This design comes from an exercise in tuning for small area and a short achievable clock period on the open sky130 flow, not from production work.
In this exercise RTL edits were held to simulation tests only and were not proved equivalent to the original.

==> run a: inputs <==
## mac_acc_sigmoid
module mac_acc_sigmoid(
  input clk2,
  input rst2,
  input [127:0] pixelsIn,
  input [127:0] weightsIn,
  input [7:0] b,
  output [7:0] dout);
  reg [1:0] ph;        
  reg f;               
  reg [7:0] dreg;      
  wire ph0 = (ph == 2'd0);
  always @(posedge clk2) begin
    ph <= rst2 ? 2'd0 : ph + 2'd1;
    f <= (ph == 2'd3);
  end
  reg acc0_0;
  reg acc1_0;
  reg acc2_0;
  reg acc0_1;
  reg acc1_1;
  reg acc2_1;
  reg acc0_2;
  reg acc1_2;
  reg acc2_2;
  reg acc0_3;
  reg acc1_3;
  reg acc2_3;
  reg acc0_4;
  reg acc1_4;
  reg acc2_4;
  reg acc0_5;
  reg acc1_5;
  reg acc2_5;
  reg acc0_6;
  reg acc1_6;
  reg acc2_6;
  reg acc0_7;
  reg acc1_7;
  reg acc2_7;
  reg acc0_8;
  reg acc1_8;
  reg acc2_8;
  reg acc0_9;
  reg acc1_9;
  reg acc2_9;
  reg acc0_10;
  reg acc1_10;
  reg acc2_10;
  reg acc0_11;
  reg acc1_11;
  reg acc2_11;
  reg acc0_12;
  reg acc1_12;
  reg acc2_12;
  reg acc0_13;
  reg acc1_13;
  reg acc2_13;
  reg acc0_14;
  reg acc1_14;
  reg acc2_14;
  reg acc0_15;
  reg acc1_15;
  reg acc2_15;
  reg acc0_16;
  reg acc1_16;
  reg acc2_16;
  reg acc0_17;
  reg acc1_17;
  reg acc2_17;
  reg acc0_18;
  reg acc1_18;
  reg acc2_18;
  reg acc0_19;
  reg acc1_19;
  reg acc2_19;
  reg acc0_20;
  reg acc1_20;
  reg acc2_20;
  reg acc0_21;
  reg acc1_21;
  reg acc2_21;
  wire pp1 = ~(pixelsIn[0] & weightsIn[0]);
  wire pp2 = ~(pixelsIn[0] & weightsIn[1]);
  ...
==> flow/config.mk <==
export PLATFORM = sky130hd
export DESIGN_NAME = mac_acc_sigmoid
export DESIGN_NICKNAME = mac_acc_sigmoid
export VERILOG_FILES = /design/flow/design.v
export SDC_FILE = /design/flow/constraint.sdc
export NUM_CORES = 4
export LEC_CHECK = 0
export ABC_AREA = 1
export CAP_MARGIN = 20
export CORE_MARGIN = 2
export CORE_UTILIZATION = 40
export SETUP_SLACK_MARGIN = 4.3
export SLEW_MARGIN = 20
export SYNTH_HIERARCHICAL = 1
==> flow/constraint.sdc <==
create_clock -name core_clock -period 11.5 [get_ports {clk2}]
set_input_delay 2.3000 -clock core_clock [delete_from_list [all_inputs] [get_ports {clk2}]]
set_output_delay 2.3000 -clock core_clock [all_outputs]
set_load 0.01 [all_outputs]
run.sh (not shown) runs the stock make flow with config.mk's settings and CLKGATE_MAP_FILE= SYNTH_SCRIPT=/design/flow/synth_recipe.tcl, a recipe that flattens the netlist after the stock synthesis.
==> run b: changes against run a <==
--- a/flow/design.v
+++ b/flow/design.v
@@ -5073,55 +5073,11 @@
     acc2_20 <= c19_1022;
     acc0_21 <= al1090;
     acc1_21 <= hc20_21;
     acc2_21 <= hs21_22;
   end
-  wire os0, oc0;
-  fa3 u_os0(.a(acc0_0), .b(acc1_0), .c(acc2_0), .s(os0), .co(oc0));
-  wire os1, oc1;
-  fa3 u_os1(.a(acc0_1), .b(acc1_1), .c(acc2_1), .s(os1), .co(oc1));
-  wire os2, oc2;
-  fa3 u_os2(.a(acc0_2), .b(acc1_2), .c(acc2_2), .s(os2), .co(oc2));
-  wire os3, oc3;
-  fa3 u_os3(.a(acc0_3), .b(acc1_3), .c(acc2_3), .s(os3), .co(oc3));
-  wire os4, oc4;
-  fa3 u_os4(.a(acc0_4), .b(acc1_4), .c(acc2_4), .s(os4), .co(oc4));
-  wire os5, oc5;
-  fa3 u_os5(.a(acc0_5), .b(acc1_5), .c(acc2_5), .s(os5), .co(oc5));
-  wire os6, oc6;
-  fa3 u_os6(.a(acc0_6), .b(acc1_6), .c(acc2_6), .s(os6), .co(oc6));
-  wire os7, oc7;
-  fa3 u_os7(.a(acc0_7), .b(acc1_7), .c(acc2_7), .s(os7), .co(oc7));
-  wire os8, oc8;
-  fa3 u_os8(.a(acc0_8), .b(acc1_8), .c(acc2_8), .s(os8), .co(oc8));
-  wire os9, oc9;
-  fa3 u_os9(.a(acc0_9), .b(acc1_9), .c(acc2_9), .s(os9), .co(oc9));
-  wire os10, oc10;
-  fa3 u_os10(.a(acc0_10), .b(acc1_10), .c(acc2_10), .s(os10), .co(oc10));
-  wire os11, oc11;
-  fa3 u_os11(.a(acc0_11), .b(acc1_11), .c(acc2_11), .s(os11), .co(oc11));
-  wire os12, oc12;
-  fa3 u_os12(.a(acc0_12), .b(acc1_12), .c(acc2_12), .s(os12), .co(oc12));
-  wire os13, oc13;
-  fa3 u_os13(.a(acc0_13), .b(acc1_13), .c(acc2_13), .s(os13), .co(oc13));
-  wire os14, oc14;
-  fa3 u_os14(.a(acc0_14), .b(acc1_14), .c(acc2_14), .s(os14), .co(oc14));
-  wire os15, oc15;
-  fa3 u_os15(.a(acc0_15), .b(acc1_15), .c(acc2_15), .s(os15), .co(oc15));
-  wire os16, oc16;
-  fa3 u_os16(.a(acc0_16), .b(acc1_16), .c(acc2_16), .s(os16), .co(oc16));
-  wire os17, oc17;
-  fa3 u_os17(.a(acc0_17), .b(acc1_17), .c(acc2_17), .s(os17), .co(oc17));
-  wire os18, oc18;
-  fa3 u_os18(.a(acc0_18), .b(acc1_18), .c(acc2_18), .s(os18), .co(oc18));
-  wire os19, oc19;
-  fa3 u_os19(.a(acc0_19), .b(acc1_19), .c(acc2_19), .s(os19), .co(oc19));
-  wire os20, oc20;
-  fa3 u_os20(.a(acc0_20), .b(acc1_20), .c(acc2_20), .s(os20), .co(oc20));
-  wire os21, oc21;
-  fa3 u_os21(.a(acc0_21), .b(acc1_21), .c(acc2_21), .s(os21), .co(oc21));
-  wire [21:0] sum = {~os21, ~os20, ~os19, ~os18, ~os17, ~os16, ~os15, ~os14, ~os13, ~os12, ~os11, ~os10, ~os9, ~os8, ~os7, ~os6, ~os5, ~os4, ~os3, ~os2, ~os1, ~os0} + {~oc20, ~oc19, ~oc18, ~oc17, ~oc16, ~oc15, ~oc14, ~oc13, ~oc12, ~oc11, ~oc10, ~oc9, ~oc8, ~oc7, ~oc6, ~oc5, ~oc4, ~oc3, ~oc2, ~oc1, ~oc0, ~1'b1};
+  wire [21:0] sum = {~acc0_21, ~acc0_20, ~acc0_19, ~acc0_18, ~acc0_17, ~acc0_16, ~acc0_15, ~acc0_14, ~acc0_13, ~acc0_12, ~acc0_11, ~acc0_10, ~acc0_9, ~acc0_8, ~acc0_7, ~acc0_6, ~acc0_5, ~acc0_4, ~acc0_3, ~acc0_2, ~acc0_1, ~acc0_0} + {~acc1_21, ~acc1_20, ~acc1_19, ~acc1_18, ~acc1_17, ~acc1_16, ~acc1_15, ~acc1_14, ~acc1_13, ~acc1_12, ~acc1_11, ~acc1_10, ~acc1_9, ~acc1_8, ~acc1_7, ~acc1_6, ~acc1_5, ~acc1_4, ~acc1_3, ~acc1_2, ~acc1_1, ~acc1_0} + {~acc2_21, ~acc2_20, ~acc2_19, ~acc2_18, ~acc2_17, ~acc2_16, ~acc2_15, ~acc2_14, ~acc2_13, ~acc2_12, ~acc2_11, ~acc2_10, ~acc2_9, ~acc2_8, ~acc2_7, ~acc2_6, ~acc2_5, ~acc2_4, ~acc2_3, ~acc2_2, ~acc2_1, ~acc2_0};
   wire [7:0] fout;
   act10 sig(sum, fout);
   always @(posedge clk2)
     if (f) dreg <= fout;
   assign dout = f ? fout : dreg;
Settings changed: ABC_AREA 1 to not set, ABC_CLOCK_PERIOD_IN_PS set to 7000, SETUP_SLACK_MARGIN 4.3 to 4.
==> comparison table <==
|  | run b | run a |
|---|---|---|
| Outcome | no timing/DRC/antenna violations | no timing/DRC/antenna violations |
| Register clock-pin slew on the reported worst setup and hold paths | 70 ps | 80 ps |
| Wire per inst | 31.9 um | 32.5 um |
| Number of antenna violations at the first check in global routing | 28 | 10 |
| Non-Clock Buffer Count | 316 | 309 |
| Clock buffer instance count of the final layout | 10 | 9 |
| Flip-flop and latch share of the layout cell area | 4.26% | 4.30% |
| End-of-flow core utilization | 45.2% | 44.7% |
| Net total in the final layout | 4,483 | 4,873 |
| Non-clock buffer area fraction after layout | 7.66% | 6.07% |
| Total placed instance area | 35,500 sq um | 35,700 sq um |
| Multi-input logic portion of the cell area | 82.6% | 81.3% |
| Post-CTS Setup Inserts | 20 | 7 |
| Met1 Use GR | 45.8% | 50.3% |
| Initial DRC Count | 2,871 | 2,955 |
| Worst hold-check slack | 439 ps | 449 ps |

re-timing with driven ports:
The flow's constraints put no driver on any port. The routed layouts listed below were extracted and timed again, unchanged, in two steps. Step 1 assumes that a clkbuf_16 drives the clock port and a buf_2 every other input. Step 2 adds t to the input delays and takes it off the output delays; t is the mean of the earliest and latest rising clock arrival at the registers after step 1. Input paths then give back, and output paths get back, about the clock's delay inside the block. a / b / c = ideal / step 1 / step 2; a / b = the first two.
| run | t, ns | slack for setup (ns) | pins driven straight from the clock port |
|---|---|---|---|
| run a | 0.454 | 4.305 / 4.291 / 3.837 | 1 |
| run b | 0.449 | 4.027 / 4.016 / 3.567 | 1 |
After both steps every run listed still meets setup and hold. For run a, which loses most, drivers alone change the setup slack by -0.014 ns; drivers and shift together by -0.468 ns.
